From an optimization exercise on the open Yosys and OpenROAD flow, aimed at small area and a short achievable clock period; shortcuts taken in it are not production practice. Where RTL was checked, it was by simulation tests only, not by an equivalence proof against the original. Power is estimated from default activity; no workload was simulated.

the previous run:
==> flow/design.v <==
module fitness_eval #(
           parameter NUM_PARTICLE_TYPE        = 3  ,
           parameter DATA_WIDTH               = 4  ,
           parameter PARTICLE_LENGTH          = 2  ,
           parameter LATTICE_LENGTH           = 11 ,
           parameter SELF_FIT_LENGTH          = 10 ,
           parameter SELF_ENERGY_VEC_LENGTH   = NUM_PARTICLE_TYPE,
           parameter INTERACTION_MATRIX_LENGTH = (NUM_PARTICLE_TYPE**2),
           parameter INDIVIDUAL_LENGTH        = LATTICE_LENGTH * PARTICLE_LENGTH,
           parameter POP_SIZE                 = 50,
           parameter IDX_WIDTH                = 8,
           parameter PTR_LENGTH               = 2
       ) (
           input clk_i,
           input rst_n,
           input [DATA_WIDTH   -1 : 0 ]                 self_energy_i,
           input [DATA_WIDTH   -1 : 0]                  interact_energy_i,
           input [INDIVIDUAL_LENGTH   -1 :0]            individual_vec_i,
           input  wrSelfEnergyValid_i,
           input  wrInteractEnergyValid_i,
           input  in_valid_i,
           input [IDX_WIDTH -1 :0]  ind_idx_i,
           output reg out_valid_ff_o,
           output reg done_ff_o,
           output reg[SELF_FIT_LENGTH-1:0] total_energy_ff_o,
           output reg[INDIVIDUAL_LENGTH - 1 :0] individual_vec_ff_o,
           output reg[IDX_WIDTH-1:0] ind_wb_idx_ff_o
       );
reg [3:0] r0, r1, r2;
reg [4:0] t_rf [0:8];
wire [3:0] s_cur = wrSelfEnergyValid_i ? self_energy_i : r0;
wire [4:0] t_in  = {1'b0, interact_energy_i} + {2'b00, s_cur[3:1]};
integer i;
always @(posedge clk_i) begin
    if (wrInteractEnergyValid_i) begin
        r2 <= s_cur;
        r1 <= r2;
        r0 <= r1;
        for (i = 0; i < 8; i = i + 1)
            t_rf[i] <= t_rf[i+1];
        t_rf[8] <= t_in;
    end
end
reg v1, v2, v3;
always @(posedge clk_i or negedge rst_n) begin
    if (~rst_n) begin
        v1 <= 1'b0; v2 <= 1'b0; v3 <= 1'b0; out_valid_ff_o <= 1'b0;
    end else begin
        v1 <= in_valid_i; v2 <= v1; v3 <= v2; out_valid_ff_o <= v3;
    end
end
reg [21:0] x1, x2, x3;
reg [7:0]  id1, id2, id3;
always @(posedge clk_i) begin
    x1 <= individual_vec_i; x2 <= x1; x3 <= x2; individual_vec_ff_o <= x3;
    id1 <= ind_idx_i; id2 <= id1; id3 <= id2; ind_wb_idx_ff_o <= id3;
end
reg [5:0] cnt;
always @(posedge clk_i or negedge rst_n) begin
    if (~rst_n) begin
        cnt <= 6'd0; done_ff_o <= 1'b0;
    end else begin
        done_ff_o <= (cnt == 6'd49);
        if (wrInteractEnergyValid_i | wrSelfEnergyValid_i | done_ff_o)
            cnt <= 6'd0;
        else if (v3)
            cnt <= cnt + 6'd1;
    end
end
function [2:0] onehot;
    input [1:0] a;
    begin
        onehot = {a[1], a[0], ~a[1] & ~a[0]};
    end
endfunction
function [3:0] slook;
    input [1:0] a;
    reg [2:0] h;
    begin
        h = onehot(a);
        slook = ({4{h[0]}} & r0) | ({4{h[1]}} & r1) | ({4{h[2]}} & r2);
    end
endfunction
function [5:0] tlook;
    input [1:0] a;
    input [1:0] b;
    reg [2:0] ha, hb;
    reg [4:0] hi;
    integer p, q;
    begin
        ha = onehot(a);
        hb = onehot(b);
        hi = 5'd0;
        for (p = 0; p < 3; p = p + 1)
            for (q = 0; q < 3; q = q + 1)
                hi = hi | ({5{ha[p] & hb[q]}} & t_rf[3*p+q]);
        tlook = {hi, (hb[0] & r0[0]) | (hb[1] & r1[0]) | (hb[2] & r2[0])};
    end
endfunction
function [1:0] site;
    input [21:0] x;
    input integer k;
    begin
        site = x[21-2*k -: 2];
    end
endfunction
function [5:0] tk;
    input [21:0] x;
    input integer k;
    begin
        tk = tlook(site(x,k), site(x,k+1));
    end
endfunction
function [17:0] csa;
    input [8:0] a, b, c;
    begin
        csa = {((a & b) | (a & c) | (b & c)) << 1, a ^ b ^ c};
    end
endfunction
reg [10:0] z1;
always @(posedge clk_i) begin
    for (i = 0; i < 11; i = i + 1)
        z1[i] <= ~individual_vec_i[21-2*i] & ~individual_vec_i[20-2*i];
end
function [5:0] tlookz;
    input [1:0] a;
    input       za;
    input [1:0] b;
    input       zb;
    reg [2:0] ha, hb;
    reg [4:0] hi;
    integer p, q;
    begin
        ha = {a[1], a[0], za};
        hb = {b[1], b[0], zb};
        hi = 5'd0;
        for (p = 0; p < 3; p = p + 1)
            for (q = 0; q < 3; q = q + 1)
                hi = hi | ({5{ha[p] & hb[q]}} & t_rf[3*p+q]);
        tlookz = {hi, (hb[0] & r0[0]) | (hb[1] & r1[0]) | (hb[2] & r2[0])};
    end
endfunction
function [8:0] tw;
    input [21:0] x;
    input integer k;
    begin
        tw = {3'b000, tlookz(site(x,k), z1[k], site(x,k+1), z1[k+1])};
    end
endfunction
reg [8:0] a0, a1, a2, a3, a4, a5, a6;
function [3:0] slook3;
    input [1:0] a;
    input [3:0] s0, s1, s2;
    begin
        slook3 = ({4{~a[1] & ~a[0]}} & s0) | ({4{a[0]}} & s1) | ({4{a[1]}} & s2);
    end
endfunction
wire [8:0] a7 = {5'b0, slook3(x2[21:20], r0, r1, r2)};
always @(posedge clk_i) begin
    {a0, a1} <= csa(tw(x1,0), tw(x1,1), tw(x1,2));
    {a2, a3} <= csa(tw(x1,3), tw(x1,4), tw(x1,5));
    {a4, a5} <= csa(tw(x1,6), tw(x1,7), tw(x1,8));
    a6 <= tw(x1,9);
end
wire [8:0] l1a, l1b, l1c, l1d, l2a, l2b, l2c, l2d, l3a, l3b;
assign {l1a, l1b} = csa(a0, a1, a2);
assign {l1c, l1d} = csa(a3, a4, a5);
assign {l2a, l2b} = csa(l1a, l1b, l1c);
assign {l2c, l2d} = csa(l1d, a6, a7);
assign {l3a, l3b} = csa(l2a, l2b, l2c);
reg [8:0] b0, b1, b2;
always @(posedge clk_i) begin
    b0 <= l3a; b1 <= l3b; b2 <= l2d;
end
wire [8:0] c0, c1;
assign {c0, c1} = csa(b0, b1, b2);
always @(posedge clk_i) begin
    total_energy_ff_o <= {1'b0, c0 + c1};
end
endmodule
==> flow/config.mk <==
export PLATFORM = sky130hd
export DESIGN_NAME = fitness_eval
export DESIGN_NICKNAME = fitness_eval
export VERILOG_FILES = /design/flow/design.v
export SDC_FILE = /design/flow/constraint.sdc
export NUM_CORES = 4
export LEC_CHECK = 0
export CAP_MARGIN = 20
export CORE_MARGIN = 2
export CORE_UTILIZATION = 40
export CTS_BUF_LIST = sky130_fd_sc_hd__clkbuf_8 sky130_fd_sc_hd__clkbuf_16
export CTS_CLUSTER_DIAMETER = 100
export CTS_CLUSTER_SIZE = 30
export SETUP_SLACK_MARGIN = 2.8
export SLEW_MARGIN = 20
==> flow/constraint.sdc <==
create_clock -name core_clock -period 5.0 [get_ports {clk_i}]
set_input_delay 1.0000 -clock core_clock [delete_from_list [all_inputs] [get_ports {clk_i}]]
set_output_delay 1.0000 -clock core_clock [all_outputs]
set_load 0.01 [all_outputs]
standard.sh (not shown) runs the stock make flow with config.mk's settings and CLKGATE_MAP_FILE= SYNTH_SCRIPT=/design/flow/synth_recipe.tcl, a recipe that flattens the netlist after the stock synthesis.
==> flow/flow/run.sh <==
#!/bin/bash
# Own layout flow: the standard ORFS flow (standard.sh, unchanged synthesis and
# steps) with one change: port buffers use sky130_fd_sc_hd__buf_2 (BUFFER_PORTS_ARGS)
# instead of the cell buffer_ports picks by default. Every input and output port still
# gets its buffer, and later repair may resize it.
# make's full output goes to standard.log here; each ORFS step logs under orfs/logs.
set -euo pipefail
export BUFFER_PORTS_ARGS="-buffer_cell sky130_fd_sc_hd__buf_2"
bash standard.sh > standard.log 2>&1
Edits applied to the flow inputs when going from the previous run to the current run:
--- a/flow/design.v
+++ b/flow/design.v
@@ -116,36 +116,13 @@
     begin
         csa = {((a & b) | (a & c) | (b & c)) << 1, a ^ b ^ c};
     end
 endfunction
-reg [10:0] z1;
-always @(posedge clk_i) begin
-    for (i = 0; i < 11; i = i + 1)
-        z1[i] <= ~individual_vec_i[21-2*i] & ~individual_vec_i[20-2*i];
-end
-function [5:0] tlookz;
-    input [1:0] a;
-    input       za;
-    input [1:0] b;
-    input       zb;
-    reg [2:0] ha, hb;
-    reg [4:0] hi;
-    integer p, q;
-    begin
-        ha = {a[1], a[0], za};
-        hb = {b[1], b[0], zb};
-        hi = 5'd0;
-        for (p = 0; p < 3; p = p + 1)
-            for (q = 0; q < 3; q = q + 1)
-                hi = hi | ({5{ha[p] & hb[q]}} & t_rf[3*p+q]);
-        tlookz = {hi, (hb[0] & r0[0]) | (hb[1] & r1[0]) | (hb[2] & r2[0])};
-    end
-endfunction
 function [8:0] tw;
     input [21:0] x;
     input integer k;
     begin
-        tw = {3'b000, tlookz(site(x,k), z1[k], site(x,k+1), z1[k+1])};
+        tw = {3'b000, tk(x,k)};
     end
 endfunction
 reg [8:0] a0, a1, a2, a3, a4, a5, a6;
 function [3:0] slook3;
--- outcome ---
Number of max-cap violations: the previous run vs the current run identical
Side by side, share of flip-flops with an asynchronous set or reset turned out higher in the current run than in the previous run.
Between the current run and the previous run, post-route worst hold slack is lower for the previous run, the current run comes in above that.
The proportion of power drawn by combinational gates on the current run is in line with that on the previous run.
Multiplexer area fraction after synthesis: the previous run vs the current run, no meaningful difference
As far as cell depth of the worst hold path goes, the previous run and the current run are indistinguishable; the numbers are identical.
Of the two values seen for startpoint of the worst setup timing path, x1[8] was produced by the previous run and t_rf[4][4] by the current run.
Post-synthesis share of cell area spent on and, or, nand and nor gates in the current run is 2.4 points above the previous run.
Area fraction of clock buffers and clock inverters: the current run vs the previous run, no meaningful difference
When the current run is measured against the previous run, its final instance area turns out 58 sq um higher.
Combined global-route utilization of all metal layers: the current run lower than the previous run
Reported sequential group power is lower on the current run
Re met3 demand-to-capacity share in global routing: the current run is 0.68 points down on the previous run.
Summary of the current run over the previous run: sequential element share of the synthesized area dropped 2.2 points; post-route non-filler standard cell count climbed 1.1%.
No functional check of the RTL was part of the previous run.

[static timing again, ports no longer ideal]
The flow's constraints put no driver on any port. The routed layouts listed below were extracted and timed again, unchanged, in two steps. Step 1, drivers: a clkbuf_16 drives clk_i and a buf_2 each remaining input, both assumed. Step 2 also shifts input and output timing later by t, the mid clock arrival at the registers, as if the neighbouring blocks saw the same clock. Three values: no drivers, after step 1, after step 2; two values: the first two.
| run | shift t [ns] | setup slack, ns | worst data-port slew with drivers (ns) | pins driven straight from the clock port |
|---|---|---|---|---|
| the previous run | 0.542 | 2.841 / 2.841 / 2.499 | 0.04 | 1 |
| the current run | 0.532 | 2.822 / 2.822 / 2.475 | 0.04 | 1 |
After both steps every run listed still meets setup and hold. The setup slack of the current run, which loses most, moves by 0.000 ns with the drivers and by -0.347 ns with both steps.
